Context: an optimization exercise on an open-source flow, tuned for small area, a short achievable clock period and few clock cycles. The choices shown serve that exercise and are no tape-out recipe. Function was not checked in any run shown here: the RTL went through the layout flow alone.

==> design/flow/design.v <==
module add16 (
	input  [15:0] a,
	input  [15:0] b,
	input         ci,
	output [15:0] s
);
	wire [15:0] p = a ^ b;
	wire [15:0] g = a & b;
	wire [7:0] g1, p1;
	genvar i;
	generate for (i = 0; i < 8; i = i + 1) begin : l1
		if (i == 0) begin : z
			assign g1[0] = g[1] | (p[1] & (g[0] | (p[0] & ci)));
			assign p1[0] = 1'b0;
		end else begin : n
			assign g1[i] = g[2*i+1] | (p[2*i+1] & g[2*i]);
			assign p1[i] = p[2*i+1] & p[2*i];
		end
	end endgenerate
	wire [3:0] g2, p2;
	generate for (i = 0; i < 4; i = i + 1) begin : l2
		assign g2[i] = g1[2*i+1] | (p1[2*i+1] & g1[2*i]);
		assign p2[i] = p1[2*i+1] & p1[2*i];
	end endgenerate
	wire [1:0] g3, p3;
	generate for (i = 0; i < 2; i = i + 1) begin : l3
		assign g3[i] = g2[2*i+1] | (p2[2*i+1] & g2[2*i]);
		assign p3[i] = p2[2*i+1] & p2[2*i];
	end endgenerate
	wire [15:0] c;
	assign c[0]  = ci;
	assign c[1]  = g[0] | (p[0] & ci);
	assign c[2]  = g1[0];
	assign c[4]  = g2[0];
	assign c[8]  = g3[0];
	assign c[6]  = g1[2] | (p1[2] & c[4]);
	assign c[12] = g2[2] | (p2[2] & c[8]);
	assign c[10] = g1[4] | (p1[4] & c[8]);
	assign c[14] = g1[6] | (p1[6] & c[12]);
	generate for (i = 1; i < 8; i = i + 1) begin : odd
		assign c[2*i+1] = g[2*i] | (p[2*i] & c[2*i]);
	end endgenerate
	assign s = p ^ c;
endmodule
module cmul_lo (
	input  [15:0] a,
	output [1:0]  c_ed,
	output [1:0]  c_b5,
	output [1:0]  c_62
);
	wire [8:0] i = {a[15], a[7:0]};
	wire [511:0] c_ed0 = 512'hfff8ffc0ff00f800e00007fcffe0ff80fc00f000803efff0ffc0fe00f800c0000007003f00ff07ff1ffff803001f007f03ff0fff7fc1000f003f01ff07ff3ffe;
	wire [511:0] c_ed1 = 512'h0007003f00ff07ff1ffff803001f007f03ff0fff7fc1000f003f01ff07ff3fff0000000000000000000000000000000000000000000000000000000000000001;
	wire [511:0] c_b50 = 512'hfdd99002d910022610026110dd99102299002266001d9100d99100269102266e02266ffd26effdd9effd9eef2266efdd66ffdd99ffe26eff266effd96efdd990;
	wire [511:0] c_b51 = 512'h02266fff26efffffeffffeef2266efff66ffffffffe26eff266effff6effffff000000020000022600026000000000220000226600000000000000260002266f;
	wire [511:0] c_620 = 512'h0101090949494b4b5b5bdbdbdfdffffe0101090949494b4b5b5bdbdbdfdffffefefef6f6b6b6b4b4a4a4242420200000fefef6f6b6b6b4b4a4a4242420200000;
	wire [511:0] c_621 = 512'hfefef6f6b6b6b4b4a4a4242420200000fefef6f6b6b6b4b4a4a42424202000000000000000000000000000000000000000000000000000000000000000000000;
	assign c_ed = {c_ed1[i], c_ed0[i]};
	assign c_b5 = {c_b51[i], c_b50[i]};
	assign c_62 = {c_621[i], c_620[i]};
endmodule
module FFT16_stream (
	input             i_clk,
	input             i_rst,
	input             i_valid,
	input      [15:0] i_re,
	input      [15:0] i_im,
	output            o_ready,
	output reg        o_valid,
	output reg [15:0] o_re,
	output reg [15:0] o_im
);
	reg  [2:0] ph;
	reg  [3:0] wcnt;
	reg        rdy;
	wire       acc = i_valid & rdy;
	wire [3:0] wcnt_p1 = wcnt + 4'd1;
	wire [2:0] ph_n = ph + 3'd1;
	assign o_ready = rdy;
	always @(posedge i_clk or posedge i_rst) begin
		if (i_rst) begin
			ph   <= 3'd0;
			wcnt <= 4'd0;
			rdy  <= 1'b1;
		end else begin
			ph   <= ph_n;
			if (acc) wcnt <= wcnt_p1;
			rdy  <= acc ? (ph_n == wcnt_p1[2:0]) : (ph_n == wcnt[2:0]);
		end
	end
	reg        x_v;
	reg [15:0] x_re, x_im;
	always @(posedge i_clk or posedge i_rst) begin
		if (i_rst) x_v <= 1'b0;
		else       x_v <= acc;
	end
	always @(posedge i_clk) begin
		x_re <= i_re;
		x_im <= i_im;
	end
	wire        s0_v, s0_nr;
	wire [15:0] s0_re, s0_im;
	sdf_stage #(.LD(3), .JOUT(1), .OREG(1)) st0 (.i_clk(i_clk), .i_rst(i_rst), .i_v(x_v), .i_re(x_re), .i_im(x_im),
		.i_nr(1'b0), .o_v(s0_v), .o_re(s0_re), .o_im(s0_im), .o_nr(s0_nr));
	wire        s1_v;
	wire [15:0] s1_re, s1_im;
	sdf_stage #(.LD(2), .JOUT(0), .OREG(1)) st1 (.i_clk(i_clk), .i_rst(i_rst), .i_v(s0_v), .i_re(s0_re), .i_im(s0_im),
		.i_nr(s0_nr), .o_v(s1_v), .o_re(s1_re), .o_im(s1_im), .o_nr());
	wire        t2_v, t2_nr;
	wire [15:0] t2_re, t2_im;
	tw2 u_tw2 (.i_clk(i_clk), .i_rst(i_rst), .i_v(s1_v), .i_re(s1_re), .i_im(s1_im),
		.o_v(t2_v), .o_re(t2_re), .o_im(t2_im), .o_nr(t2_nr));
	wire        s2_v;
	wire [15:0] s2_re, s2_im;
	wire        s2_vn;
	wire [15:0] s2_ren;
	sdf_stage #(.LD(1), .JOUT(0), .OREG(1)) st2 (.i_clk(i_clk), .i_rst(i_rst), .i_v(t2_v), .i_re(t2_re), .i_im(t2_im),
		.i_nr(t2_nr), .o_v(s2_v), .o_re(s2_re), .o_im(s2_im), .o_nr(), .o_vn(s2_vn), .o_ren(s2_ren));
	wire        t3_v, t3_nr;
	wire [15:0] t3_re, t3_im;
	tw3 u_tw3 (.i_clk(i_clk), .i_rst(i_rst), .i_v(s2_v), .i_re(s2_re), .i_im(s2_im),
		.i_vn(s2_vn), .i_ren(s2_ren),
		.o_v(t3_v), .o_re(t3_re), .o_im(t3_im), .o_nr(t3_nr));
	wire        s3_v;
	wire [15:0] s3_re, s3_im;
	sdf_stage #(.LD(0), .JOUT(0), .OREG(0)) st3 (.i_clk(i_clk), .i_rst(i_rst), .i_v(t3_v), .i_re(t3_re), .i_im(t3_im),
		.i_nr(t3_nr), .o_v(s3_v), .o_re(s3_re), .o_im(s3_im), .o_nr());
	wire        r0_v, r1_v;
	wire [15:0] r0_re, r0_im, r1_re, r1_im;
	bit_exchange #(.BI(0), .BJ(3)) ex0 (.i_clk(i_clk), .i_rst(i_rst), .i_v(s3_v), .i_re(s3_re), .i_im(s3_im),
		.o_v(r0_v), .o_re(r0_re), .o_im(r0_im));
	bit_exchange #(.BI(1), .BJ(2)) ex1 (.i_clk(i_clk), .i_rst(i_rst), .i_v(r0_v), .i_re(r0_re), .i_im(r0_im),
		.o_v(r1_v), .o_re(r1_re), .o_im(r1_im));
	always @(posedge i_clk or posedge i_rst) begin
		if (i_rst) o_valid <= 1'b0;
		else       o_valid <= r1_v;
	end
	always @(posedge i_clk) begin
		o_re <= r1_re;
		o_im <= r1_im;
	end
endmodule
module sdf_stage #(parameter LD = 0, JOUT = 0, OREG = 1) (
	input             i_clk,
	input             i_rst,
	input             i_v,
	input      [15:0] i_re,
	input      [15:0] i_im,
	input             i_nr,
	output            o_v,
	output     [15:0] o_re,
	output     [15:0] o_im,
	output            o_nr,
	output            o_vn,
	output     [15:0] o_ren
);
	localparam D = 1 << LD;
	reg  [3:0]  q;
	reg  [LD:0] pend;
	wire comb = i_v & q[LD];
	wire last = comb & (q[LD:0] == {(LD+1){1'b1}});
	wire vn   = comb | (pend != 0);
	reg  [3:0]  oq;      
	always @(posedge i_clk or posedge i_rst) begin
		if (i_rst) begin
			q    <= 4'd0;
			pend <= 0;
			oq   <= 4'd0;
		end else begin
			if (i_v) q <= q + 4'd1;
			if (last) pend <= D;
			else if (pend != 0) pend <= pend - 1'b1;
			if (vn) oq <= oq + 4'd1;
		end
	end
	reg  [15:0] dl_re [0:D-1];
	reg  [15:0] dl_im [0:D-1];
	wire [15:0] x0_re = dl_re[D-1];
	wire [15:0] x0_im = dl_im[D-1];
	wire [15:0] t_re  = i_re & {16{comb}};
	wire [15:0] t_im  = i_im & {16{comb}};
	wire        t_nr  = i_nr & comb;
	wire [15:0] u_re, y1_re, u_im, y1_im;
	add16 a0 (.a(x0_re), .b(t_re),  .ci(t_nr),  .s(u_re));
	add16 a1 (.a(x0_re), .b(~t_re), .ci(~t_nr), .s(y1_re));
	add16 a2 (.a(x0_im), .b(t_im),  .ci(1'b0),  .s(u_im));
	add16 a3 (.a(x0_im), .b(~t_im), .ci(1'b1),  .s(y1_im));
	wire        load  = i_v & ~comb;
	integer j;
	always @(posedge i_clk) begin
		dl_re[0] <= load ? i_re : y1_re;
		dl_im[0] <= load ? i_im : y1_im;
		for (j = 1; j < D; j = j + 1) begin
			dl_re[j] <= dl_re[j-1];
			dl_im[j] <= dl_im[j-1];
		end
	end
	assign o_vn  = vn;
	assign o_ren = u_re;
	generate if (OREG) begin : g_oreg
		reg        r_v, r_nr;
		reg [15:0] r_re, r_im;
		wire       sw = (JOUT != 0) & oq[3] & oq[2];
		always @(posedge i_clk or posedge i_rst) begin
			if (i_rst) r_v <= 1'b0;
			else       r_v <= vn;
		end
		always @(posedge i_clk) begin
			r_re <= sw ? ~u_im : u_re;
			r_im <= sw ? u_re : u_im;
			r_nr <= sw;
		end
		assign o_v = r_v;  assign o_re = r_re;  assign o_im = r_im;  assign o_nr = r_nr;
	end else begin : g_comb
		assign o_v = vn;   assign o_re = u_re;  assign o_im = u_im;  assign o_nr = 1'b0;
	end endgenerate
endmodule
module times3 (input [15:0] a, output [17:0] a3);
	assign a3 = {{2{a[15]}}, a} + {a[15], a, 1'b0};
endmodule
module cmul_a_terms (input [15:0] a, input [17:0] a3, input b5, input id,
	output [15:0] r1, output [15:0] r2, output [15:0] r3);
	wire [23:0] x  = {{8{a[15]}}, a};
	wire [23:0] x3 = {{6{a3[17]}}, a3};
	assign r1 = b5 ? x3[17:2] : a;
	assign r2 = id ? 16'd0 : (b5 ? ~x[20:5] : ~x[19:4]);
	assign r3 = id ? 16'd0 : ~x3[23:8];
endmodule
module tw2 (
	input             i_clk,
	input             i_rst,
	input             i_v,
	input      [15:0] i_re,
	input      [15:0] i_im,
	output reg        o_v,
	output reg [15:0] o_re,
	output reg [15:0] o_im,
	output reg        o_nr
);
	reg [3:0] q;
	reg       a_v, b_v;
	always @(posedge i_clk or posedge i_rst) begin
		if (i_rst) begin
			q   <= 4'd0;
			a_v <= 1'b0;
			b_v <= 1'b0;
			o_v <= 1'b0;
		end else begin
			if (i_v) q <= q + 4'd1;
			a_v <= i_v;
			b_v <= a_v;
			o_v <= b_v;
		end
	end
	wire [1:0]  k = q[1] ? {q[2], q[3]} : 2'd0;    
	wire        b5 = k[0];
	wire [17:0] re3, im3;
	wire [1:0]  rc, ic, unused0, unused1, unused2, unused3;
	wire [15:0] rr1, rr2, rr3, ir1, ir2, ir3;
	times3  u_r3 (.a(i_re), .a3(re3));
	times3  u_i3 (.a(i_im), .a3(im3));
	cmul_lo u_rl (.a(i_re), .c_ed(unused0), .c_b5(rc), .c_62(unused1));
	cmul_lo u_il (.a(i_im), .c_ed(unused2), .c_b5(ic), .c_62(unused3));
	cmul_a_terms u_rt (.a(i_re), .a3(re3), .b5(b5), .id(~b5), .r1(rr1), .r2(rr2), .r3(rr3));
	cmul_a_terms u_it (.a(i_im), .a3(im3), .b5(b5), .id(~b5), .r1(ir1), .r2(ir2), .r3(ir3));
	reg  [1:0]  a_k, b_k;
	reg  [15:0] a_rr1, a_rr2, a_rr3, a_ir1, a_ir2, a_ir3;
	reg  [1:0]  a_rc, a_ic;
	always @(posedge i_clk) begin
		a_k   <= k;
		a_rr1 <= rr1; a_rr2 <= rr2; a_rr3 <= rr3;
		a_ir1 <= ir1; a_ir2 <= ir2; a_ir3 <= ir3;
		a_rc  <= b5 ? rc : 2'd0;
		a_ic  <= b5 ? ic : 2'd0;
	end
	reg  [15:0] b_re, b_im;
	always @(posedge i_clk) begin
		b_k  <= a_k;
		b_re <= a_rr1 + a_rr2 + a_rr3 + {14'd0, a_rc};
		b_im <= a_ir1 + a_ir2 + a_ir3 + {14'd0, a_ic};
	end
	wire [15:0] msum = b_re + b_im;
	wire [15:0] mdif = b_re - b_im;
	always @(posedge i_clk) begin
		case (b_k)
			2'd1: begin o_re <= mdif;  o_im <= msum; o_nr <= 1'b0; end
			2'd2: begin o_re <= ~b_im; o_im <= b_re; o_nr <= 1'b1; end
			2'd3: begin o_re <= ~msum; o_im <= mdif; o_nr <= 1'b1; end
			default: begin o_re <= b_re; o_im <= b_im; o_nr <= 1'b0; end
		endcase
	end
endmodule
module tw3 (
	input             i_clk,
	input             i_rst,
	input             i_v,
	input      [15:0] i_re,
	input      [15:0] i_im,
	input             i_vn,      
	input      [15:0] i_ren,
	output reg        o_v,
	output reg [15:0] o_re,
	output reg [15:0] o_im,
	output reg        o_nr
);
	reg  [3:0] q;
	reg        a_v, b_v, c_v;
	always @(posedge i_clk or posedge i_rst) begin
		if (i_rst) begin
			q   <= 4'd0;
			a_v <= 1'b0;
			b_v <= 1'b0;
			c_v <= 1'b0;
			o_v <= 1'b0;
		end else begin
			if (i_v) q <= q + 4'd1;
			a_v <= i_v;
			b_v <= a_v;
			c_v <= b_v;
			o_v <= c_v;
		end
	end
	wire [3:0] qn  = i_v ? q + 4'd1 : q;
	wire [2:0] kn  = {qn[1], qn[2], qn[3]};
	wire       ntn = i_vn & qn[0] & (kn[1:0] != 2'd0);    
	wire [2:0] k   = {q[1], q[2], q[3]};
	wire       x1  = q[0];
	wire       nt  = i_v & x1 & (k[1:0] != 2'd0);
	reg  [15:0] e_op;
	reg         e_b5;
	always @(posedge i_clk) begin
		e_op <= ntn ? i_ren : i_im;
		e_b5 <= ntn ? (kn[1:0] == 2'd2) : e_b5;
	end
	wire [17:0] e3;
	wire [1:0]  c_ed, c_b5, c_62;
	wire [15:0] t1, t2, t3;
	times3  u_3 (.a(e_op), .a3(e3));
	cmul_lo u_l (.a(e_op), .c_ed(c_ed), .c_b5(c_b5), .c_62(c_62));
	cmul_a_terms u_t (.a(e_op), .a3(e3), .b5(e_b5), .id(1'b0), .r1(t1), .r2(t2), .r3(t3));
	reg  [15:0] f_1, f_2, f_b1;
	reg  [1:0]  f_ca, f_cb;
	always @(posedge i_clk) begin
		f_1  <= t1;
		f_2  <= t2;
		f_b1 <= {e3[17], e3[17:3]};            
		f_ca <= e_b5 ? c_b5 : c_ed;
		f_cb <= c_62;
	end
	wire [15:0] f_3  = ~{{6{f_b1[15]}}, f_b1[14:5]};
	wire [15:0] f_b2 = {{7{f_1[15]}}, f_1[15:7]};
	reg  [15:0] g_a, g_b;
	always @(posedge i_clk) begin
		g_a <= f_1 + f_2 + f_3 + {14'd0, f_ca};
		g_b <= f_b1 + f_b2 + {14'd0, f_cb};
	end
	reg  [15:0] p1_re, p1_im, p2_re, p2_im;
	reg  [2:0]  a_k, b_k;
	reg         a_nt, b_nt, a_x1, b_x1;
	always @(posedge i_clk) begin
		p1_re <= i_re;  p1_im <= i_im;
		p2_re <= p1_re; p2_im <= p1_im;
		a_k <= k;   a_nt <= nt;   a_x1 <= x1;
		b_k <= a_k; b_nt <= a_nt; b_x1 <= a_x1;
	end
	reg         xs, ys, swp, nr;
	always @(*) begin
		case (b_k)
			3'd1: begin xs = 1; ys = 0; swp = 0; nr = 0; end
			3'd2: begin xs = 1; ys = 0; swp = 0; nr = 0; end
			3'd3: begin xs = 0; ys = 1; swp = 1; nr = 0; end
			3'd4: begin xs = 0; ys = 0; swp = 1; nr = 1; end
			3'd5: begin xs = 1; ys = 0; swp = 1; nr = 1; end
			3'd6: begin xs = 0; ys = 1; swp = 0; nr = 1; end
			3'd7: begin xs = 0; ys = 1; swp = 0; nr = 1; end
			default: begin xs = 0; ys = 0; swp = 0; nr = 0; end
		endcase
	end
	wire        b5   = (b_k[1:0] == 2'd2);
	wire        sw   = b_x1 & swp;
	wire        ng   = b_x1 & nr;
	wire [15:0] yb   = b5 ? g_a : g_b;           
	wire [15:0] pa_r = b_nt ? (sw ? yb : g_a) : (sw ? p2_im : p2_re);
	wire [15:0] pa_i = b_nt ? (sw ? g_a : yb) : (sw ? p2_re : p2_im);
	reg  [15:0] h_re, h_im;
	reg         h_selr, h_seli, h_zr, h_zi, h_cr, h_ci;
	always @(posedge i_clk) begin
		h_re   <= pa_r ^ {16{ng}};
		h_im   <= pa_i;
		h_selr <= sw | b5;            
		h_seli <= ~sw | b5;           
		h_zr   <= ~b_nt;
		h_zi   <= ~b_nt;
		h_cr   <= (b_nt & (sw ? ys : xs)) ^ ng;
		h_ci   <= b_nt & (sw ? xs : ys);
	end
	wire [15:0] br = (h_selr ? g_a : g_b) & {16{~h_zr}};
	wire [15:0] bi = (h_seli ? g_a : g_b) & {16{~h_zi}};
	always @(posedge i_clk) begin
		o_re <= h_re + (br ^ {16{h_cr}}) + {15'd0, h_cr};
		o_im <= h_im + (bi ^ {16{h_ci}}) + {15'd0, h_ci};
		o_nr <= ng_d;
	end
	reg ng_d;
	always @(posedge i_clk) ng_d <= ng;
endmodule
module bit_exchange #(parameter BI = 0, BJ = 3) (
	input             i_clk,
	input             i_rst,
	input             i_v,
	input      [15:0] i_re,
	input      [15:0] i_im,
	output            o_v,
	output     [15:0] o_re,
	output     [15:0] o_im
);
	localparam L = (1 << BJ) - (1 << BI);
	reg [3:0] q;
	reg [L-1:0] vd;
	always @(posedge i_clk or posedge i_rst) begin
		if (i_rst) begin
			q  <= 4'd0;
			vd <= 0;
		end else begin
			if (i_v) q <= q + 4'd1;
			vd <= (L == 1) ? i_v : {vd, i_v};
		end
	end
	wire s = i_v & q[BJ] & ~q[BI];
	reg  [15:0] b_re [0:L-1];
	reg  [15:0] b_im [0:L-1];
	integer j;
	always @(posedge i_clk) begin
		b_re[0] <= s ? b_re[L-1] : i_re;
		b_im[0] <= s ? b_im[L-1] : i_im;
		for (j = 1; j < L; j = j + 1) begin
			b_re[j] <= b_re[j-1];
			b_im[j] <= b_im[j-1];
		end
	end
	assign o_re = s ? i_re : b_re[L-1];
	assign o_im = s ? i_im : b_im[L-1];
	assign o_v  = vd[L-1];
endmodule
==> design/flow/flow/run.sh <==
#!/bin/bash
# standard flow with a larger setup-slack margin for timing repair
sed 's/SETUP_SLACK_MARGIN=5 /SETUP_SLACK_MARGIN=6.7 /' standard.sh > standard_m.sh
bash standard_m.sh > flow.log 2>&1
==> design/flow/standard.sh <==
#!/bin/bash
# synth_recipe.tcl (not shown) runs the flow's synth.tcl, then flattens the netlist and writes it again
# the make line also repeats each setting of config.mk as NAME=value (left out here)
make -C /OpenROAD-flow-scripts/flow DESIGN_CONFIG=/design/flow/config.mk WORK_HOME=/design/flow/orfs CLKGATE_MAP_FILE= SYNTH_SCRIPT=/design/flow/synth_recipe.tcl "${@:-finish}"
==> design/flow/config.mk <==
export PLATFORM = sky130hd
export DESIGN_NAME = FFT16_stream
export DESIGN_NICKNAME = FFT16_stream
export VERILOG_FILES = /design/flow/design.v
export SDC_FILE = /design/flow/constraint.sdc
export NUM_CORES = 8
export LEC_CHECK = 0
export CAP_MARGIN = 20
export CORE_MARGIN = 2
export CORE_UTILIZATION = 70
export CTS_CLUSTER_DIAMETER = 80
export CTS_CLUSTER_SIZE = 25
export PLACE_DENSITY = 0.8
export SETUP_SLACK_MARGIN = 5
export SLEW_MARGIN = 20
==> design/flow/constraint.sdc <==
create_clock -name core_clock -period 10.0 [get_ports {i_clk}]
set_input_delay 2.0000 -clock core_clock [delete_from_list [all_inputs] [get_ports {i_clk}]]
set_output_delay 2.0000 -clock core_clock [all_outputs]
set_load 0.01 [all_outputs]
==> flow_summary.ini, run 1 <==
[outcome]
status = timing/DRC/antenna clean

[floorplanning]
die_y_um = 290
core-area_um2 = 80800
initial_core_util_pct = 70.8
num_io_pins = 69
die-area_um2 = 84100
num_rows = 104
die_x_um = 290

[synth]
yosysTopAreaCellShare_pct = 45.9
synth-edff-count = 1
ys_ff_latch = 1381
async_reset_ff_share_pct = 4.85
ys.warnings.count = 21
synth_top_area_cell = dfxtp_1
ys_top_cells_by_area = dfxtp_1, ha_1, fa_1
syn_area_um2 = 57200
synth_nets = 6220
synth_ff_type = dfxtp_1
avgSynthCellArea_um2 = 10.3
yosysSeqAreaShare_pct = 48.9
synth_cell_types = 80
syn_inst = 5532

[detailed_routing]
drt-wirelength-per-cell_um = 19.1
drt_iter0_drc = 2943
vias = 39565
postRouteAntennaNets = 0
drt-pass1-iter-count = 8
vias_per_cell = 5.76
routed_wl_um = 131000
drc = 0

[clock_network]
clockBufferDepth = 3
cts_tree = yes
path_clk_slew_ns = 0.09
numCtsBuffers = 67
root_buffer = clkbuf_16
clock-sinks = 1381
clk_latency_ns = 0.66
htreeDepth = 3

[timing]
holdWs_ns = 0.312
fmax_mhz = 249
setup_viol = 0
hold_viol = 0
fin_crit_ns = 4.01
tns_ns = 0
max_slew_margin_pct = 24.6
fin_ws_ns = 5.99
tightest_slew_ns = 1.13
rsz0062_at_grt = yes
fin_crit_sh_pct = 40.1
drv_slew = 0
finClkSkew_ns = 0.0345

[worst_setup_path]
setup.worst_path.start_class = flip-flop
rr_worst_depth = 19
worst-setup-path-type = flip-flop to flip-flop
required_ns = 10.55
cp_max_fo = 5
worstSetupEndpointType = flip-flop
cp.arrival_ns = 4.56

[global_route]
grt_max_degree = 119
grt_pass1_wl_um = 198000
antenna_found_initial = 2
grt.total_usage_pct = 28.8
grt_overflow = 0
grt_pass1_vias = 38768

[placement]
io_buffers = 68
hpwlAfterDp_um = 81800
dpl_worst_slack_ns = 5.70
gp_congestion = 0.909

[finish]
nFillCells = 4543
drive_gt1_share_pct = 16.8
antennaDiodeCount = 0
area_delta_synth_final_pct = 14.3
fin_util_pct = 81.0
layout.nets = 6450

[flow_run]
cap_viol_max_count = 0

[min_path]
hp-class = flip-flop to flip-flop
min_delay_path_depth = 0
-- timing repair --
item                                    in CTS  in global routing
pin swaps                                  194                171
buffers inserted                           209                 70
gates resized for setup                    290                313
hold buffers                                 0                  0
cloned                                       4                  0
endpoints found under the setup margin     237                212
-- registers in the layout, indices dropped and copies added (netlist names), 32 cells and up --
signal and flops:
st1.dl_re 64, ex1.b_im 32, st0.dl_re 128, ex0.b_re 112, st1.dl_im 64, st2.dl_re 32
ex0.b_im 112, st2.dl_im 32, st0.dl_im 128, ex1.b_re 32
-- worst max-delay path: stages, from the launching register on --
cell and delay (ns):
dfrtp_2 0.43, and2_4 0.20, nand2_4 0.08, inv_2 0.04, fa_2 0.36, fa_2 0.37, inv_2 0.09, a21oi_2 0.05
o21bai_1 0.23, a21oi_1 0.13, o21bai_1 0.21, a21o_1 0.21, a41o_1 0.27, nor4_2 0.07, o41a_1 0.34, fa_2 0.39
xor2_2 0.16, nand3_1 0.09, o21ai_1 0.10, a21oi_1 0.08
-- area by class of cell --
class	count	area (µm²)	area share [%]
Multi-Input combinational cell	3492	28900	44.1
Inverter	442	1690	2.58
Clock buffer	96	1830	2.79
Sequential cell	1381	28000	42.8
Tap cell	1060	1330	2.03
Clock inverter	14	238	0.363
Timing Repair Buffer	378	3480	5.32
-- layer usage --
metal	part of all wire, %	up-vias	global-route usage (%)
met5	0.0061	-	0
met3	4.7	381	3.26
met4	4.5	2	10.6
met2	50	1283	50.6
met1	41	19112	36.6
li1	-	18787	-
-- through the flow --
step / instance area (µm²) / std cells
2_1_floorplan: 57900 / 5532
3_3_place_gp: 59100 / 6469
3_5_place_dp: 59100 / 6469
4_1_cts: 63700 / 6792
5_1_grt: 65500 / 6863
6_report: 65500 / 6863
-- placed cells by master, fill, tap and decap left out, types with 37 or more instances in the layout --
cell type,instances
dfxtp_1,1295
buf_6,112
nor2_1,436
inv_1,393
nand3_1,63
a21oi_2,70
fa_2,79
o21ai_0,166
clkbuf_16,68
xor2_1,129
a211oi_1,37
xnor2_1,174
nor3_1,79
nor2b_1,53
buf_4,193
o21ai_1,37
fa_1,106
mux2_2,69
mux2i_1,94
ha_1,438
a21oi_1,362
dfrtp_1,58
a21o_1,67
nand2_1,416
-- Yosys cell counts (all sizes together), types with 10 or more instances --
library cell,count
and3,30
mux2i,100
buf,40
xnor2,192
a21oi,440
nand2,437
a211oi,41
dfrtp,66
a21o,67
fa,185
nor3,84
and2,18
nor2b,57
or3,30
a31oi,23
a211o,14
o22ai,10
o41ai,14
mux4,20
o31ai,14
o21bai,53
dfxtp,1313
clkbuf,180
ha,468
nor2,453
o211ai,22
o21a,19
mux2,78
nand2b,30
or2,13
a221oi,16
o21ai,215
nand3,65
a311oi,10
inv,436
xor2,150
-- path summary, 6_finish.rpt --
| kind | startpoint | endpoint | slack [ns] |
|---|---|---|---|
| max | st0.g_oreg.r_v$_DFF_PP0_ | st1.dl_re[0][15]$_DFF_P_ | 5.99 |
| min | st0.dl_re[2][9]$_DFF_P_ | st0.dl_re[3][9]$_DFF_P_ | 0.31 |
| max reg2reg | st0.g_oreg.r_v$_DFF_PP0_ | st1.dl_re[0][15]$_DFF_P_ | 5.99 |
| min reg2reg | st0.dl_re[2][9]$_DFF_P_ | st0.dl_re[3][9]$_DFF_P_ | 0.31 |
| max in group asynchronous | i_rst | u_tw2.o_v$_DFF_PP0_ | 7.57 |
| min in group asynchronous | i_rst | o_valid$_DFF_PP0_ | 1.78 |
-- logic make-up after synthesis --
| logic type | share of synthesized area, % |
|---|---|
| xor gates and xnor gates | 5.23 |
| adders and majority gates | 16.7 |
| buffers and inverters | 4.40 |
| and+or+nand+nor | 9.57 |
| AOI/OAI and AO/OA | 11.1 |
| muxes | 4.07 |
| DFF | 48.9 |
==> run 2, diff against run 1 <==
--- a/design/flow/design.v
+++ b/design/flow/design.v
@@ -1,63 +1,2 @@
-module add16 (
-	input  [15:0] a,
-	input  [15:0] b,
-	input         ci,
-	output [15:0] s
-);
-	wire [15:0] p = a ^ b;
-	wire [15:0] g = a & b;
-	wire [7:0] g1, p1;
-	genvar i;
-	generate for (i = 0; i < 8; i = i + 1) begin : l1
-		if (i == 0) begin : z
-			assign g1[0] = g[1] | (p[1] & (g[0] | (p[0] & ci)));
-			assign p1[0] = 1'b0;
-		end else begin : n
-			assign g1[i] = g[2*i+1] | (p[2*i+1] & g[2*i]);
-			assign p1[i] = p[2*i+1] & p[2*i];
-		end
-	end endgenerate
-	wire [3:0] g2, p2;
-	generate for (i = 0; i < 4; i = i + 1) begin : l2
-		assign g2[i] = g1[2*i+1] | (p1[2*i+1] & g1[2*i]);
-		assign p2[i] = p1[2*i+1] & p1[2*i];
-	end endgenerate
-	wire [1:0] g3, p3;
-	generate for (i = 0; i < 2; i = i + 1) begin : l3
-		assign g3[i] = g2[2*i+1] | (p2[2*i+1] & g2[2*i]);
-		assign p3[i] = p2[2*i+1] & p2[2*i];
-	end endgenerate
-	wire [15:0] c;
-	assign c[0]  = ci;
-	assign c[1]  = g[0] | (p[0] & ci);
-	assign c[2]  = g1[0];
-	assign c[4]  = g2[0];
-	assign c[8]  = g3[0];
-	assign c[6]  = g1[2] | (p1[2] & c[4]);
-	assign c[12] = g2[2] | (p2[2] & c[8]);
-	assign c[10] = g1[4] | (p1[4] & c[8]);
-	assign c[14] = g1[6] | (p1[6] & c[12]);
-	generate for (i = 1; i < 8; i = i + 1) begin : odd
-		assign c[2*i+1] = g[2*i] | (p[2*i] & c[2*i]);
-	end endgenerate
-	assign s = p ^ c;
-endmodule
-module cmul_lo (
-	input  [15:0] a,
-	output [1:0]  c_ed,
-	output [1:0]  c_b5,
-	output [1:0]  c_62
-);
-	wire [8:0] i = {a[15], a[7:0]};
-	wire [511:0] c_ed0 = 512'hfff8ffc0ff00f800e00007fcffe0ff80fc00f000803efff0ffc0fe00f800c0000007003f00ff07ff1ffff803001f007f03ff0fff7fc1000f003f01ff07ff3ffe;
-	wire [511:0] c_ed1 = 512'h0007003f00ff07ff1ffff803001f007f03ff0fff7fc1000f003f01ff07ff3fff0000000000000000000000000000000000000000000000000000000000000001;
-	wire [511:0] c_b50 = 512'hfdd99002d910022610026110dd99102299002266001d9100d99100269102266e02266ffd26effdd9effd9eef2266efdd66ffdd99ffe26eff266effd96efdd990;
-	wire [511:0] c_b51 = 512'h02266fff26efffffeffffeef2266efff66ffffffffe26eff266effff6effffff000000020000022600026000000000220000226600000000000000260002266f;
-	wire [511:0] c_620 = 512'h0101090949494b4b5b5bdbdbdfdffffe0101090949494b4b5b5bdbdbdfdffffefefef6f6b6b6b4b4a4a4242420200000fefef6f6b6b6b4b4a4a4242420200000;
-	wire [511:0] c_621 = 512'hfefef6f6b6b6b4b4a4a4242420200000fefef6f6b6b6b4b4a4a42424202000000000000000000000000000000000000000000000000000000000000000000000;
-	assign c_ed = {c_ed1[i], c_ed0[i]};
-	assign c_b5 = {c_b51[i], c_b50[i]};
-	assign c_62 = {c_621[i], c_620[i]};
-endmodule
 module FFT16_stream (
 	input             i_clk,
@@ -73,5 +12,6 @@
 	reg  [2:0] ph;
 	reg  [3:0] wcnt;
-	reg        rdy;
+	reg        rdy_n;    
+	wire       rdy = ~rdy_n;
 	wire       acc = i_valid & rdy;
 	wire [3:0] wcnt_p1 = wcnt + 4'd1;
@@ -82,9 +22,9 @@
 			ph   <= 3'd0;
 			wcnt <= 4'd0;
-			rdy  <= 1'b1;
+			rdy_n <= 1'b0;
 		end else begin
 			ph   <= ph_n;
 			if (acc) wcnt <= wcnt_p1;
-			rdy  <= acc ? (ph_n == wcnt_p1[2:0]) : (ph_n == wcnt[2:0]);
+			rdy_n <= acc ? (ph_n != wcnt_p1[2:0]) : (ph_n != wcnt[2:0]);
 		end
 	end
@@ -181,9 +121,8 @@
 	wire [15:0] t_im  = i_im & {16{comb}};
 	wire        t_nr  = i_nr & comb;
-	wire [15:0] u_re, y1_re, u_im, y1_im;
-	add16 a0 (.a(x0_re), .b(t_re),  .ci(t_nr),  .s(u_re));
-	add16 a1 (.a(x0_re), .b(~t_re), .ci(~t_nr), .s(y1_re));
-	add16 a2 (.a(x0_im), .b(t_im),  .ci(1'b0),  .s(u_im));
-	add16 a3 (.a(x0_im), .b(~t_im), .ci(1'b1),  .s(y1_im));
+	wire [15:0] u_re  = x0_re + t_re + {15'd0, t_nr};
+	wire [15:0] y1_re = x0_re + ~t_re + {15'd0, ~t_nr};
+	wire [15:0] u_im  = x0_im + t_im;
+	wire [15:0] y1_im = x0_im - t_im;
 	wire        load  = i_v & ~comb;
 	integer j;
@@ -216,14 +155,22 @@
 	end endgenerate
 endmodule
-module times3 (input [15:0] a, output [17:0] a3);
+module cmul_p (input [15:0] a, input b5, input id, output [23:0] p, output [17:0] a3);
+	wire [23:0] x  = {{8{a[15]}}, a};
+	wire [23:0] m1 = id ? 24'd0 : (b5 ? (x << 6) : (x << 4));
+	wire [23:0] m2 = (b5 & ~id) ? (x << 3) : 24'd0;
+	wire [7:0]  bias = {8{a[15] & ~id}};
+	assign p  = {a, bias} - m1 - m2;
 	assign a3 = {{2{a[15]}}, a} + {a[15], a, 1'b0};
 endmodule
-module cmul_a_terms (input [15:0] a, input [17:0] a3, input b5, input id,
-	output [15:0] r1, output [15:0] r2, output [15:0] r3);
+module cmul_q (input [23:0] p, input [17:0] a3, input id, output [15:0] q);
+	wire [23:0] t = id ? 24'd0 : {{6{a3[17]}}, a3};
+	wire [23:0] f = p - t;
+	assign q = f[23:8];
+endmodule
+module cmul_62 (input [15:0] a, input [17:0] a3, output [15:0] q);
 	wire [23:0] x  = {{8{a[15]}}, a};
 	wire [23:0] x3 = {{6{a3[17]}}, a3};
-	assign r1 = b5 ? x3[17:2] : a;
-	assign r2 = id ? 16'd0 : (b5 ? ~x[20:5] : ~x[19:4]);
-	assign r3 = id ? 16'd0 : ~x3[23:8];
+	wire [23:0] f  = (x3 << 5) + (x << 1) + {16'd0, {8{a[15]}}};
+	assign q = f[23:8];
 endmodule
 module tw2 (
@@ -255,28 +202,26 @@
 	wire [1:0]  k = q[1] ? {q[2], q[3]} : 2'd0;    
 	wire        b5 = k[0];
-	wire [17:0] re3, im3;
-	wire [1:0]  rc, ic, unused0, unused1, unused2, unused3;
-	wire [15:0] rr1, rr2, rr3, ir1, ir2, ir3;
-	times3  u_r3 (.a(i_re), .a3(re3));
-	times3  u_i3 (.a(i_im), .a3(im3));
-	cmul_lo u_rl (.a(i_re), .c_ed(unused0), .c_b5(rc), .c_62(unused1));
-	cmul_lo u_il (.a(i_im), .c_ed(unused2), .c_b5(ic), .c_62(unused3));
-	cmul_a_terms u_rt (.a(i_re), .a3(re3), .b5(b5), .id(~b5), .r1(rr1), .r2(rr2), .r3(rr3));
-	cmul_a_terms u_it (.a(i_im), .a3(im3), .b5(b5), .id(~b5), .r1(ir1), .r2(ir2), .r3(ir3));
+	wire [23:0] rp, ip;
+	wire [17:0] r3, i3;
+	cmul_p u_rp (.a(i_re), .b5(1'b1), .id(~b5), .p(rp), .a3(r3));
+	cmul_p u_ip (.a(i_im), .b5(1'b1), .id(~b5), .p(ip), .a3(i3));
 	reg  [1:0]  a_k, b_k;
-	reg  [15:0] a_rr1, a_rr2, a_rr3, a_ir1, a_ir2, a_ir3;
-	reg  [1:0]  a_rc, a_ic;
-	always @(posedge i_clk) begin
-		a_k   <= k;
-		a_rr1 <= rr1; a_rr2 <= rr2; a_rr3 <= rr3;
-		a_ir1 <= ir1; a_ir2 <= ir2; a_ir3 <= ir3;
-		a_rc  <= b5 ? rc : 2'd0;
-		a_ic  <= b5 ? ic : 2'd0;
-	end
+	reg  [23:0] a_rp, a_ip;
+	reg  [17:0] a_r3, a_i3;
+	reg         a_id;
+	always @(posedge i_clk) begin
+		a_k  <= k;
+		a_id <= ~b5;
+		a_rp <= rp;  a_r3 <= r3;
+		a_ip <= ip;  a_i3 <= i3;
+	end
+	wire [15:0] mr, mi;
+	cmul_q u_rq (.p(a_rp), .a3(a_r3), .id(a_id), .q(mr));
+	cmul_q u_iq (.p(a_ip), .a3(a_i3), .id(a_id), .q(mi));
 	reg  [15:0] b_re, b_im;
 	always @(posedge i_clk) begin
 		b_k  <= a_k;
-		b_re <= a_rr1 + a_rr2 + a_rr3 + {14'd0, a_rc};
-		b_im <= a_ir1 + a_ir2 + a_ir3 + {14'd0, a_ic};
+		b_re <= mr;
+		b_im <= mi;
 	end
 	wire [15:0] msum = b_re + b_im;
@@ -333,25 +278,22 @@
 		e_b5 <= ntn ? (kn[1:0] == 2'd2) : e_b5;
 	end
+	wire [23:0] ep;
 	wire [17:0] e3;
-	wire [1:0]  c_ed, c_b5, c_62;
-	wire [15:0] t1, t2, t3;
-	times3  u_3 (.a(e_op), .a3(e3));
-	cmul_lo u_l (.a(e_op), .c_ed(c_ed), .c_b5(c_b5), .c_62(c_62));
-	cmul_a_terms u_t (.a(e_op), .a3(e3), .b5(e_b5), .id(1'b0), .r1(t1), .r2(t2), .r3(t3));
-	reg  [15:0] f_1, f_2, f_b1;
-	reg  [1:0]  f_ca, f_cb;
-	always @(posedge i_clk) begin
-		f_1  <= t1;
-		f_2  <= t2;
-		f_b1 <= {e3[17], e3[17:3]};            
-		f_ca <= e_b5 ? c_b5 : c_ed;
-		f_cb <= c_62;
-	end
-	wire [15:0] f_3  = ~{{6{f_b1[15]}}, f_b1[14:5]};
-	wire [15:0] f_b2 = {{7{f_1[15]}}, f_1[15:7]};
+	cmul_p u_p (.a(e_op), .b5(e_b5), .id(1'b0), .p(ep), .a3(e3));
+	reg  [23:0] f_p;
+	reg  [17:0] f_3;
+	reg  [15:0] f_op;
+	always @(posedge i_clk) begin
+		f_p  <= ep;
+		f_3  <= e3;
+		f_op <= e_op;
+	end
+	wire [15:0] qa, qb;
+	cmul_q  u_q  (.p(f_p), .a3(f_3), .id(1'b0), .q(qa));
+	cmul_62 u_62 (.a(f_op), .a3(f_3), .q(qb));
 	reg  [15:0] g_a, g_b;
 	always @(posedge i_clk) begin
-		g_a <= f_1 + f_2 + f_3 + {14'd0, f_ca};
-		g_b <= f_b1 + f_b2 + {14'd0, f_cb};
+		g_a <= qa;
+		g_b <= qb;
 	end
 	reg  [15:0] p1_re, p1_im, p2_re, p2_im;
@@ -384,5 +326,5 @@
 	wire [15:0] pa_i = b_nt ? (sw ? g_a : yb) : (sw ? p2_re : p2_im);
 	reg  [15:0] h_re, h_im;
-	reg         h_selr, h_seli, h_zr, h_zi, h_cr, h_ci;
+	reg         h_selr, h_seli, h_zr, h_zi, h_cr, h_ci, ng_d;
 	always @(posedge i_clk) begin
 		h_re   <= pa_r ^ {16{ng}};
@@ -394,4 +336,5 @@
 		h_cr   <= (b_nt & (sw ? ys : xs)) ^ ng;
 		h_ci   <= b_nt & (sw ? xs : ys);
+		ng_d   <= ng;
 	end
 	wire [15:0] br = (h_selr ? g_a : g_b) & {16{~h_zr}};
@@ -402,6 +345,4 @@
 		o_nr <= ng_d;
 	end
-	reg ng_d;
-	always @(posedge i_clk) ng_d <= ng;
 endmodule
 module bit_exchange #(parameter BI = 0, BJ = 3) (
==> run 2 against run 1 <==
Net effect:
- die area is 1.8% higher
- maximum frequency increased by 15%
- wire length shrank 2.4%
- global-route usage is 0.073 points lower
- critical path depth decreased by 1
- cell area decreased by 1.5%
- clock skew decreased by 0.010 ns
- sequential cell count is 12 higher
- critical path type unchanged
==> flow_summary.ini, run 2 <==
[worst_setup_path]
cp.arrival_ns = 4.05
cp_max_fo = 8
crit_path_max_incr_delay_ns = 0.51
setup.worst_path.start_class = flip-flop
worstSetupEndpointType = flip-flop
path_buf_inv = 4
path_cells = and2_4 -> buf_12 -> inv_16 -> buf_12 -> nor2_4 -> fa_1 -> inv_2 -> ha_4 -> a21o_1 -> a21o_1 -> and2_4 -> nor4_4 -> a221oi_2 -> o21ai_2 -> a21boi_2 -> o41a_1 -> a21oi_2 -> xnor2_1
worst-setup-path-type = flip-flop to flip-flop
crit_slowest_cell = fa_1
crit_family = compound AO/OA/AOI/OAI gates
required_ns = 10.58

[synth]
synth.most_common_cell = dfxtp_1
yosysTopAreaCellShare_pct = 45.5
ys_top_cells_by_area = dfxtp_1, ha_1, xnor2_1
synth-edff-count = 1
syn_inst = 5829
synth_cell_types = 81
async_reset_ff_share_pct = 4.81
synth_common_cells = dfxtp_1, ha_1, nor2_1
syn_area_um2 = 58300
ys.warnings.count = 21
yosysSeqAreaShare_pct = 48.4
synth_ff_type = dfxtp_1
avgSynthCellArea_um2 = 10.0
synth_top_area_cell = dfxtp_1
ys_ff_latch = 1393
synth_nets = 6474

[finish]
layout.nets = 6596
drive_gt1_share_pct = 10.7
layout_common_cells = dfxtp_1, ha_1, nor2_1, inv_1
area.sequential_um2 = 28300
area_delta_synth_final_pct = 10.6
nFillCells = 5386
reg.largest.list = st0.dl_im x128, st0.dl_re x128
multiInputGateArea_um2 = 29100
layout_commonest_cell = dfxtp_1
fin_util_pct = 78.4
final_cell_area_um2 = 64500

[outcome]
status = timing/DRC/antenna clean

[timing]
finClkSkew_ns = 0.0245
fin_crit_ns = 3.48
max_slew_margin_pct = 30.7
setup_viol = 0
tightest_slew_ns = 1.04
fmax_mhz = 287
drv_slew = 0
hold_viol = 0
tns_ns = 0
rsz0062_at_grt = yes
fin_crit_sh_pct = 34.8
fin_ws_ns = 6.52

[floorplanning]
num_io_pins = 69
die_x_um = 293
num_rows = 105
die-area_um2 = 85600
die_y_um = 293
core-area_um2 = 82200
initial_core_util_pct = 70.9

[placement]
gp_congestion = 0.904
io_buffers = 68
dpl_worst_slack_ns = 5.63
hpwlAfterDp_um = 90700
place_area_um2 = 60000

[clock_network]
cts_tree = yes
clk_latency_ns = 0.65
htreeDepth = 3
root_buffer = clkbuf_16
path_clk_slew_ns = 0.10
numCtsBuffers = 68
clockBufferDepth = 3
clock-sinks = 1393

[flow_run]
cap_viol_max_count = 0

[min_path]
hp-class = flip-flop to flip-flop

[detailed_routing]
vias_per_cell = 5.65
drc = 0
drt-wirelength-per-cell_um = 18.1
drt-pass1-iter-count = 5
vias = 39856
postRouteAntennaNets = 0
drt_iter0_drc = 2656
routed_wl_um = 128000

[global_route]
antenna_found_initial = 5
grt_pass1_vias = 38006
grt.total_usage_pct = 28.7
grt_pass1_wl_um = 198000
grt_overflow = 0
grt_max_degree = 89
[run 2: changes by cell type in the layout (fill, tap and decap cells not counted), moves of 30 or more]
cell,delta
xnor2_1,+163
nand2_1,-30
nor2_1,+46
buf_4,-60
fa_1,-46
o21a_1,+31
nand2b_1,+61
inv_1,+75
fa_2,-67
ha_1,+55
buf_6,-98
[run 2: logic make-up (layout without fill, tap and decap cells)]
| kind of cell | Yosys count | count (layout) | synth area share (%) |
|---|---|---|---|
| multiplexers | 158 | 158 | 3.18 |
| AND/OR/NAND/NOR | 1379 | 1382 | 10.7 |
| AO/OA/AOI/OAI | 1142 | 1142 | 12.2 |
| buffers and inverters | 664 | 812 | 4.29 |
| adder cells (fa/ha/maj) | 610 | 610 | 14.0 |
| XOR/XNOR | 483 | 483 | 7.26 |
| other | 0 | 1 | 0 |
| flip-flops | 1393 | 1393 | 48.4 |
[run 2: final timing paths]
| path | slack (ns) | cells past startpoint | end | from |
|---|---|---|---|---|
| hold reg to reg | 0.31 | 0 | u_tw3.b_k[1]$_DFF_P_ | u_tw3.a_k[1]$_DFF_P_ |
| max in group asynchronous | 7.49 | 3 | u_tw3.o_v$_DFF_PP0_ | i_rst |
| hold / removal | 0.31 | 0 | u_tw3.b_k[1]$_DFF_P_ | u_tw3.a_k[1]$_DFF_P_ |
| setup / recovery | 6.52 | 18 | u_tw2.a_rp[23]$_DFF_P_ | u_tw2.q[1]$_DFFE_PP0P_ |
| setup reg to reg | 6.52 | 18 | u_tw2.a_rp[23]$_DFF_P_ | u_tw2.q[1]$_DFFE_PP0P_ |
| min in group asynchronous | 1.91 | 3 | st0.pend[2]$_DFFE_PP0P_ | i_rst |
[run 2: repair_timing]
item | CTS | global route
setup endpoints to repair | 234 | 136
hold buffers | 0 | 0
resized for setup | 204 | 218
cloned | 6 | 1
pin swaps | 63 | 117
buffers inserted | 63 | 70
[run 2: layout make-up]
type                            instances  area share (%)
Clock buffer                           86            2.84
Antenna cell                            1         0.00388
Timing Repair inverter                  2          0.0213
Inverter                              486            2.88
Tap cell                             1070            2.08
Multi-Input combinational cell       3775            45.0
Timing Repair Buffer                  225            3.06
Clock inverter                         13           0.235
Sequential cell                      1393            43.8
[run 2: metal layers]
metal | track usage [%] | vias to the layer above | routed length [µm]
met3 | 2.83 | 179 | 6200
met1 | 42.2 | 19133 | 60700
met2 | 45.9 | 858 | 58300
met4 | 6.58 | 2 | 2670
met5 | 0 | - | 20
li1 | - | 19684 | -
[run 2: through the flow]
stage / std cells / hold slack (ns)
2_1_floorplan: 5829 / 0.310
6_report: 7051 / 0.315
3_3_place_gp: 6811 / 0.310
4_1_cts: 6979 / 0.305
3_5_place_dp: 6811 / 0.312
5_1_grt: 7050 / 0.310
==> run 3, diff against run 2 <==
--- a/design/flow/design.v
+++ b/design/flow/design.v
@@ -60,5 +60,4 @@
 	wire [15:0] t3_re, t3_im;
 	tw3 u_tw3 (.i_clk(i_clk), .i_rst(i_rst), .i_v(s2_v), .i_re(s2_re), .i_im(s2_im),
-		.i_vn(s2_vn), .i_ren(s2_ren),
 		.o_v(t3_v), .o_re(t3_re), .o_im(t3_im), .o_nr(t3_nr));
 	wire        s3_v;
@@ -242,6 +241,4 @@
 	input      [15:0] i_re,
 	input      [15:0] i_im,
-	input             i_vn,      
-	input      [15:0] i_ren,
 	output reg        o_v,
 	output reg [15:0] o_re,
@@ -266,16 +263,18 @@
 		end
 	end
-	wire [3:0] qn  = i_v ? q + 4'd1 : q;
-	wire [2:0] kn  = {qn[1], qn[2], qn[3]};
-	wire       ntn = i_vn & qn[0] & (kn[1:0] != 2'd0);    
 	wire [2:0] k   = {q[1], q[2], q[3]};
 	wire       x1  = q[0];
-	wire       nt  = i_v & x1 & (k[1:0] != 2'd0);
-	reg  [15:0] e_op;
-	reg         e_b5;
+	wire       nt  = i_v & x1 & (k[1:0] != 2'd0);    
+	reg  [15:0] p1_re, p1_im, p2_re, p2_im;
+	reg  [2:0]  a_k, b_k;
+	reg         a_nt, b_nt, a_x1, b_x1;
 	always @(posedge i_clk) begin
-		e_op <= ntn ? i_ren : i_im;
-		e_b5 <= ntn ? (kn[1:0] == 2'd2) : e_b5;
+		p1_re <= i_re;  p1_im <= i_im;
+		p2_re <= p1_re; p2_im <= p1_im;
+		a_k <= k;   a_nt <= nt;   a_x1 <= x1;
+		b_k <= a_k; b_nt <= a_nt; b_x1 <= a_x1;
 	end
+	wire [15:0] e_op = a_nt ? p1_im : i_re;
+	wire        e_b5 = a_nt ? (a_k[1:0] == 2'd2) : (k[1:0] == 2'd2);
 	wire [23:0] ep;
 	wire [17:0] e3;
@@ -297,13 +296,4 @@
 		g_b <= qb;
 	end
-	reg  [15:0] p1_re, p1_im, p2_re, p2_im;
-	reg  [2:0]  a_k, b_k;
-	reg         a_nt, b_nt, a_x1, b_x1;
-	always @(posedge i_clk) begin
-		p1_re <= i_re;  p1_im <= i_im;
-		p2_re <= p1_re; p2_im <= p1_im;
-		a_k <= k;   a_nt <= nt;   a_x1 <= x1;
-		b_k <= a_k; b_nt <= a_nt; b_x1 <= a_x1;
-	end
 	reg         xs, ys, swp, nr;
 	always @(*) begin
==> run 3 against run 2 <==
Net effect:
- hold slack improved by 0.0085 ns
- register-to-register slack got worse by 0.23 ns
- clock-buffer cell count decreased by 4
- wire length increased by 2.5%
- maximum frequency decreased by 6.3%
- area after synthesis decreased by 0.71%
- global-route usage increased by 0.94 points
- cell area increased by 0.64%
- sequential share of layout area decreased by 0.80 points
- non-clock buffer count increased by 28
==> flow_summary.ini, run 3 <==
[synth]
ys_ff_latch = 1376
syn_area_um2 = 57900
ys.warnings.count = 21
async_reset_ff_share_pct = 4.87
synth-edff-count = 0
synth_ff_type = dfxtp_1
synth.most_common_cell = dfxtp_1
synth_top_area_cell = dfxtp_1
ys_top_cells_by_area = dfxtp_1, ha_1, xnor2_1
avgSynthCellArea_um2 = 10.0
synth_cell_types = 86
syn_inst = 5791
synth_nets = 6438
yosysTopAreaCellShare_pct = 45.3
yosysSeqAreaShare_pct = 48.2
synth_common_cells = dfxtp_1, ha_1, nor2_1

[timing]
holdWs_ns = 0.323
tightest_slew_ns = 1.08
hold_viol = 0
fin_crit_ns = 3.71
fin_crit_sh_pct = 37.1
tns_ns = 0
finClkSkew_ns = 0.0321
drv_slew = 0
fin_ws_ns = 6.29
max_slew_margin_pct = 27.5
setup_viol = 0
rsz0062_at_grt = yes
fmax_mhz = 269

[detailed_routing]
vias = 40540
drt-wirelength-per-cell_um = 18.6
drc = 0
routed_wl_um = 131000
postRouteAntennaNets = 0
vias_per_cell = 5.76
drt-pass1-iter-count = 6
drt_iter0_drc = 2840

[floorplanning]
num_rows = 105
die_y_um = 292
die-area_um2 = 85000
die_x_um = 292
initial_core_util_pct = 70.6
num_io_pins = 69
core-area_um2 = 82000

[placement]
hpwlAfterDp_um = 90100
io_buffers = 68
dp_cells = 6777
place_area_um2 = 59700
dpl_worst_slack_ns = 5.51
gp_congestion = 0.902

[worst_setup_path]
worst-setup-path-type = flip-flop to flip-flop
setup.worst_path.start_class = flip-flop
crit_start = u_tw3.a_nt$_DFF_P_
worstSetupEndpointType = flip-flop
worstReg2RegStart = u_tw3.a_nt$_DFF_P_
regToRegSetupSlack_ns = 6.29
timing.rr.end = u_tw3.f_p[23]$_DFF_P_
cp.arrival_ns = 4.30
cp_max_fo = 6
crit_end = u_tw3.f_p[23]$_DFF_P_
required_ns = 10.59
rr_worst_depth = 18

[clock_network]
path_clk_slew_ns = 0.10
htreeDepth = 3
clk_latency_ns = 0.67
numCtsBuffers = 69
clock-sinks = 1376
root_buffer = clkbuf_16
clockBufferDepth = 3
cts_tree = yes
holdBufCountCts = 0

[finish]
nFillCells = 5272
multiInputGateArea_um2 = 29600
fin_util_pct = 79.2
layout_commonest_cell = dfxtp_1
area.sequential_um2 = 27900
reg.largest.list = st0.dl_im x128, st0.dl_re x128
layout_common_cells = dfxtp_1, nor2_1, ha_1, nand2_1, a21oi_1
area_delta_synth_final_pct = 12.1
finalNonFillerCells = 7042
drive_gt1_share_pct = 11.9
layout.nets = 6588
antennaDiodeCount = 0
final_cell_area_um2 = 64900

[min_path]
hp-class = flip-flop to flip-flop

[global_route]
grt_pass1_vias = 38521
grt_max_degree = 92
grt_pass1_wl_um = 202000
antenna_found_initial = 6
grt.total_usage_pct = 29.6
grt_overflow = 0

[outcome]
status = timing/DRC/antenna clean

[flow_run]
cap_viol_max_count = 0
## run 3: cell count changes after synthesis, sizes merged, moves of 16 or more
cell | before | now
a21o | 91 | 62
a21oi | 437 | 463
dfxtp | 1325 | 1309
inv | 483 | 416
mux2i | 95 | 133
nor2 | 495 | 529
xnor2 | 341 | 316
xor2 | 142 | 164
## run 3: worst min-delay path by stage
stage,start,to,slack [ns],cells after the start
after global placement,ex1.b_re[0][15]$_DFF_P_,ex1.b_re[1][15]$_DFF_P_,0.31,0
after global routing,ex0.b_re[5][6]$_DFF_P_,ex0.b_re[6][6]$_DFF_P_,0.33,0
after floorplan,ex0.b_im[0][0]$_DFF_P_,ex0.b_im[1][0]$_DFF_P_,0.31,0
final,ex0.b_re[5][6]$_DFF_P_,ex0.b_re[6][6]$_DFF_P_,0.32,0
after CTS,ex0.b_re[5][6]$_DFF_P_,ex0.b_re[6][6]$_DFF_P_,0.32,0
after detailed placement,st1.dl_re[0][15]$_DFF_P_,st1.dl_re[1][15]$_DFF_P_,0.31,0
## run 3: what timing repair did
| item | 4_1_cts | 5_1_grt |
|---|---|---|
| buffers inserted | 100 | 54 |
| pin swaps | 66 | 123 |
| setup endpoints to repair | 224 | 128 |
| gates cloned | 9 | 0 |
| resized for setup | 243 | 208 |
## run 3: worst max-delay path, stage by stage, from the launching register on
cell	delay, ns
dfxtp_4	0.41
buf_12	0.13
nor2_4	0.05
a32oi_4	0.24
buf_12	0.16
buf_12	0.12
mux2i_4	0.23
fa_1	0.45
inv_2	0.08
ha_4	0.21
a21oi_4	0.13
o21a_1	0.13
o31a_1	0.17
o21bai_2	0.10
a21boi_2	0.22
o31ai_4	0.09
o41a_1	0.43
a21oi_2	0.16
xor2_1	0.14
## run 3: layout make-up
cell class / count / share of cell area, %
Inverter: 422 / 2.47
Multi-Input combinational cell: 3819 / 45.5
Clock buffer: 82 / 2.77
Clock inverter: 20 / 0.426
Tap cell: 1070 / 2.06
Sequential cell: 1376 / 43.0
Timing Repair Buffer: 253 / 3.71
## run 3: layer usage
layer  track usage (%)  up-vias  wire length, µm
met5                 0        -                0
met3              3.60      232             7770
met1              42.9    19476            60500
met2              46.6     1180            59100
li1                  -    19652                -
met4              9.15        0             3680
## run 3: cell families (layout without fill, tap and decap cells)
kind of cell | count (synthesis) | count (layout) | synth area share (%)
and+or+nand+nor | 1419 | 1421 | 11.0
muxes | 188 | 188 | 3.68
DFF | 1376 | 1376 | 48.2
buffers and inverters | 599 | 777 | 3.90
AOI/OAI and AO/OA | 1116 | 1117 | 11.7
adders and majority gates | 613 | 613 | 14.2
xor gates and xnor gates | 480 | 480 | 7.26
==> run 4, diff against run 3 <==
--- a/design/flow/design.v
+++ b/design/flow/design.v
@@ -200,27 +200,25 @@
 	end
 	wire [1:0]  k = q[1] ? {q[2], q[3]} : 2'd0;    
-	wire        b5 = k[0];
 	wire [23:0] rp, ip;
 	wire [17:0] r3, i3;
-	cmul_p u_rp (.a(i_re), .b5(1'b1), .id(~b5), .p(rp), .a3(r3));
-	cmul_p u_ip (.a(i_im), .b5(1'b1), .id(~b5), .p(ip), .a3(i3));
+	cmul_p u_rp (.a(i_re), .b5(1'b1), .id(1'b0), .p(rp), .a3(r3));
+	cmul_p u_ip (.a(i_im), .b5(1'b1), .id(1'b0), .p(ip), .a3(i3));
 	reg  [1:0]  a_k, b_k;
 	reg  [23:0] a_rp, a_ip;
 	reg  [17:0] a_r3, a_i3;
-	reg         a_id;
+	reg  [15:0] a_re, a_im;
 	always @(posedge i_clk) begin
 		a_k  <= k;
-		a_id <= ~b5;
-		a_rp <= rp;  a_r3 <= r3;
-		a_ip <= ip;  a_i3 <= i3;
+		a_rp <= rp;  a_r3 <= r3;  a_re <= i_re;
+		a_ip <= ip;  a_i3 <= i3;  a_im <= i_im;
 	end
 	wire [15:0] mr, mi;
-	cmul_q u_rq (.p(a_rp), .a3(a_r3), .id(a_id), .q(mr));
-	cmul_q u_iq (.p(a_ip), .a3(a_i3), .id(a_id), .q(mi));
+	cmul_q u_rq (.p(a_rp), .a3(a_r3), .id(1'b0), .q(mr));
+	cmul_q u_iq (.p(a_ip), .a3(a_i3), .id(1'b0), .q(mi));
 	reg  [15:0] b_re, b_im;
 	always @(posedge i_clk) begin
 		b_k  <= a_k;
-		b_re <= mr;
-		b_im <= mi;
+		b_re <= a_k[0] ? mr : a_re;
+		b_im <= a_k[0] ? mi : a_im;
 	end
 	wire [15:0] msum = b_re + b_im;
==> run 4 against run 3 <==
Net effect:
- critical endpoint is now u_tw3.f_p[22]$_DFF_P_
- global-route usage shrank 0.62 points
- maximum frequency is 1.7% higher
- setup slack better by 0.064 ns
- non-clock buffer count rose by 64
- still clean
- clock-buffer cell count increased by 4
- die area grew 1.2%
- first-iteration DRC count down 8.9%
- core utilization is 0.52 points higher
- area after synthesis is 1.2% higher
==> flow_summary.ini, run 4 <==
[synth]
synth_cell_types = 87
synth-edff-count = 0
ys_top_cells_by_area = dfxtp_1, ha_1, xnor2_1
synth_common_cells = dfxtp_1, ha_1, nor2_1
yosysTopAreaCellShare_pct = 45.6
synth.most_common_cell = dfxtp_1
synth_ff_type = dfxtp_1
async_reset_ff_share_pct = 4.78
syn_inst = 5847
ys_ff_latch = 1401
avgSynthCellArea_um2 = 10.0
syn_area_um2 = 58600
synth_top_area_cell = dfxtp_1
synth_nets = 6498
ys.warnings.count = 21
yosysSeqAreaShare_pct = 48.4

[clock_network]
clk_latency_ns = 0.65
cts_tree = yes
clock-sinks = 1401
path_clk_slew_ns = 0.10
holdBufCountCts = 0
htreeDepth = 3
numCtsBuffers = 68
root_buffer = clkbuf_16
clockBufferDepth = 3

[timing]
fmax_mhz = 274
tightest_slew_ns = 1.09
tns_ns = 0
drv_slew = 0
max_slew_margin_pct = 26.9
rsz0062_at_grt = yes
setup_viol = 0
holdWs_ns = 0.308
fin_crit_ns = 3.65
fin_crit_sh_pct = 36.5
hold_viol = 0
finClkSkew_ns = 0.0294

[finish]
multiInputGateArea_um2 = 29800
layout_commonest_cell = dfxtp_1
layout_common_cells = dfxtp_1, nor2_1, ha_1, inv_1, nand2_1
area_delta_synth_final_pct = 13.3
drive_gt1_share_pct = 14.4
antennaDiodeCount = 0
area.sequential_um2 = 28500
nFillCells = 5178
reg.largest.list = st0.dl_im x128, st0.dl_re x128
layout.nets = 6710

[outcome]
status = timing/DRC/antenna clean

[detailed_routing]
routed_wl_um = 131000
drt-pass1-iter-count = 5
drt_iter0_drc = 2586
drt-wirelength-per-cell_um = 18.3
vias = 40364
vias_per_cell = 5.63
drc = 0
postRouteAntennaNets = 0

[global_route]
grt.total_usage_pct = 29.0
grt_pass1_wl_um = 199000
antenna_found_initial = 7
grt_max_degree = 73
grt_overflow = 0
grt_pass1_vias = 37936

[min_path]
holdPathEnd = st0.dl_im[6][2]$_DFF_P_
hold_start = st0.dl_im[5][2]$_DFF_P_
hp-class = flip-flop to flip-flop
min_delay_path_depth = 0

[worst_setup_path]
worst-setup-path-type = flip-flop to flip-flop
required_ns = 10.59
crit_family = compound AO/OA/AOI/OAI gates
rr_worst_depth = 20
timing.rr.end = u_tw3.f_p[22]$_DFF_P_
path_cells = buf_12 -> buf_12 -> mux2i_4 -> inv_2 -> nand2b_4 -> inv_1 -> ha_1 -> inv_1 -> ha_4 -> a21o_1 -> a21oi_2 -> o21ai_2 -> a211o_1 -> o211ai_1 -> buf_4 -> a211o_1 -> nand3b_1 -> a31o_2 -> a21oi_2 -> xnor2_1
crit_slowest_cell = dfxtp_4
cp.arrival_ns = 4.23
setup.worst_path.start_class = flip-flop
cp_max_fo = 5
crit_path_max_incr_delay_ns = 0.44
path_buf_inv = 6
worstSetupEndpointType = flip-flop
regToRegSetupSlack_ns = 6.35
worstReg2RegStart = u_tw3.a_nt$_DFF_P_

[floorplanning]
num_io_pins = 69
initial_core_util_pct = 70.3
die-area_um2 = 86000
die_y_um = 293
num_rows = 106
die_x_um = 293
core-area_um2 = 83300

[placement]
hpwlAfterDp_um = 91100
gp_congestion = 0.940
io_buffers = 68

[flow_run]
cap_viol_max_count = 0
-- run 4: repair_timing --
item,CTS,global route
resized for setup,268,375
cloned,4,0
pin swaps,107,176
endpoints found under the setup margin,246,159
buffers inserted,143,76
endpoints found under the hold margin,0,0
-- run 4: metrics by stage --
step	setup slack (ns)	util (%)	std cells	instance area (µm²)
final	6.35	79.7	7169	66400
after floorplan	6.46	-	5847	59000
after detailed placement	5.60	72.6	6846	60500
after global placement	5.67	72.6	6846	60500
after CTS	6.41	77.2	7093	64300
after global routing	6.19	79.7	7169	66400
-- run 4: kinds of logic after synthesis --
group / after synthesis / share of synthesized area, %
flip-flops: 1401 / 48.4
AND/OR/NAND/NOR: 1338 / 10.1
AO/OA/AOI/OAI: 1134 / 11.9
buffers and inverters: 685 / 4.40
adder cells (fa/ha/maj): 619 / 14.2
XOR/XNOR: 465 / 6.95
multiplexers: 205 / 4.02
-- run 4: how the worst max path moves through the flow --
| stage | from | end | cells after the start |
|---|---|---|---|
| final | u_tw3.a_nt$_DFF_P_ | u_tw3.f_p[22]$_DFF_P_ | 20 |
| after global routing | u_tw3.a_nt$_DFF_P_ | u_tw3.f_p[22]$_DFF_P_ | 18 |
| after CTS | u_tw3.a_nt$_DFF_P_ | u_tw3.f_p[16]$_DFF_P_ | 17 |
| after detailed placement | u_tw3.a_nt$_DFF_P_ | u_tw3.f_p[23]$_DFF_P_ | 18 |
| after global placement | u_tw3.a_nt$_DFF_P_ | u_tw3.f_p[23]$_DFF_P_ | 18 |
| after floorplan | u_tw3.a_nt$_DFF_P_ | u_tw3.f_p[23]$_DFF_P_ | 18 |
-- run 4: worst register-to-register path, delay by kind of cell (launching register included) --
| family | cells | cell delay [ns] |
|---|---|---|
| multiplexers | 1 | 0.29 |
| flip-flops | 1 | 0.44 |
| AO/OA/AOI/OAI | 8 | 1.46 |
| XOR/XNOR | 1 | 0.12 |
| adder cells (fa/ha/maj) | 2 | 0.41 |
| AND/OR/NAND/NOR | 2 | 0.21 |
| buffers and inverters | 6 | 0.67 |
-- run 4: final cells by class --
type,count,share of cell area [%]
multi-input cells,3762,44.8
clock inverters,14,0.224
flip-flops and latches,1401,42.9
inverters,509,2.91
clock buffers,86,2.71
repair buffers,317,4.40
well taps,1080,2.04
-- run 4: layer usage --
metal,GRT usage (%),vias up,wire (µm)
met4,5.82,2,2110
li1,-,19895,-
met1,43.2,19363,62600
met5,0,-,13
met2,45.5,957,59100
met3,3.89,147,7610

static timing again, ports no longer ideal:
The flow's constraints put no driver on any port. The routed layouts listed below were extracted and timed again, unchanged, in two steps.
Step 1 sets driving cells, clkbuf_16 on the clock port and buf_2 on the other inputs (assumed; they add their load-dependent delay and slew).
Step 2 times the ports against the registers' clock, not the clock port: input delays grow and output delays shrink by t, the midpoint of the rising clock arrivals with the driver on.
a / b / c = ideal ports / drivers / drivers and shift; a / b = the first two.
| run | t, ns | setup WS [ns] | latest minus earliest clock arrival (ns) | worst slew at a driven data input, ns | cell pins on the clock port's net |
|---|---|---|---|---|---|
| run 1 | 0.715 | 5.990 / 5.990 / 5.990 | 0.044 / 0.044 | 0.06 | 1 |
| run 2 | 0.707 | 6.521 / 6.521 / 6.247 | 0.027 / 0.028 | 0.06 | 1 |
| run 3 | 0.731 | 6.289 / 6.289 / 6.289 | 0.040 / 0.040 | 0.05 | 1 |
| run 4 | 0.704 | 6.353 / 6.353 / 6.185 | 0.036 / 0.036 | 0.08 | 1 |
After both steps every run listed still meets setup and hold. The setup slack of run 2, which loses most, moves by 0.000 ns with the drivers and by -0.274 ns with both steps.
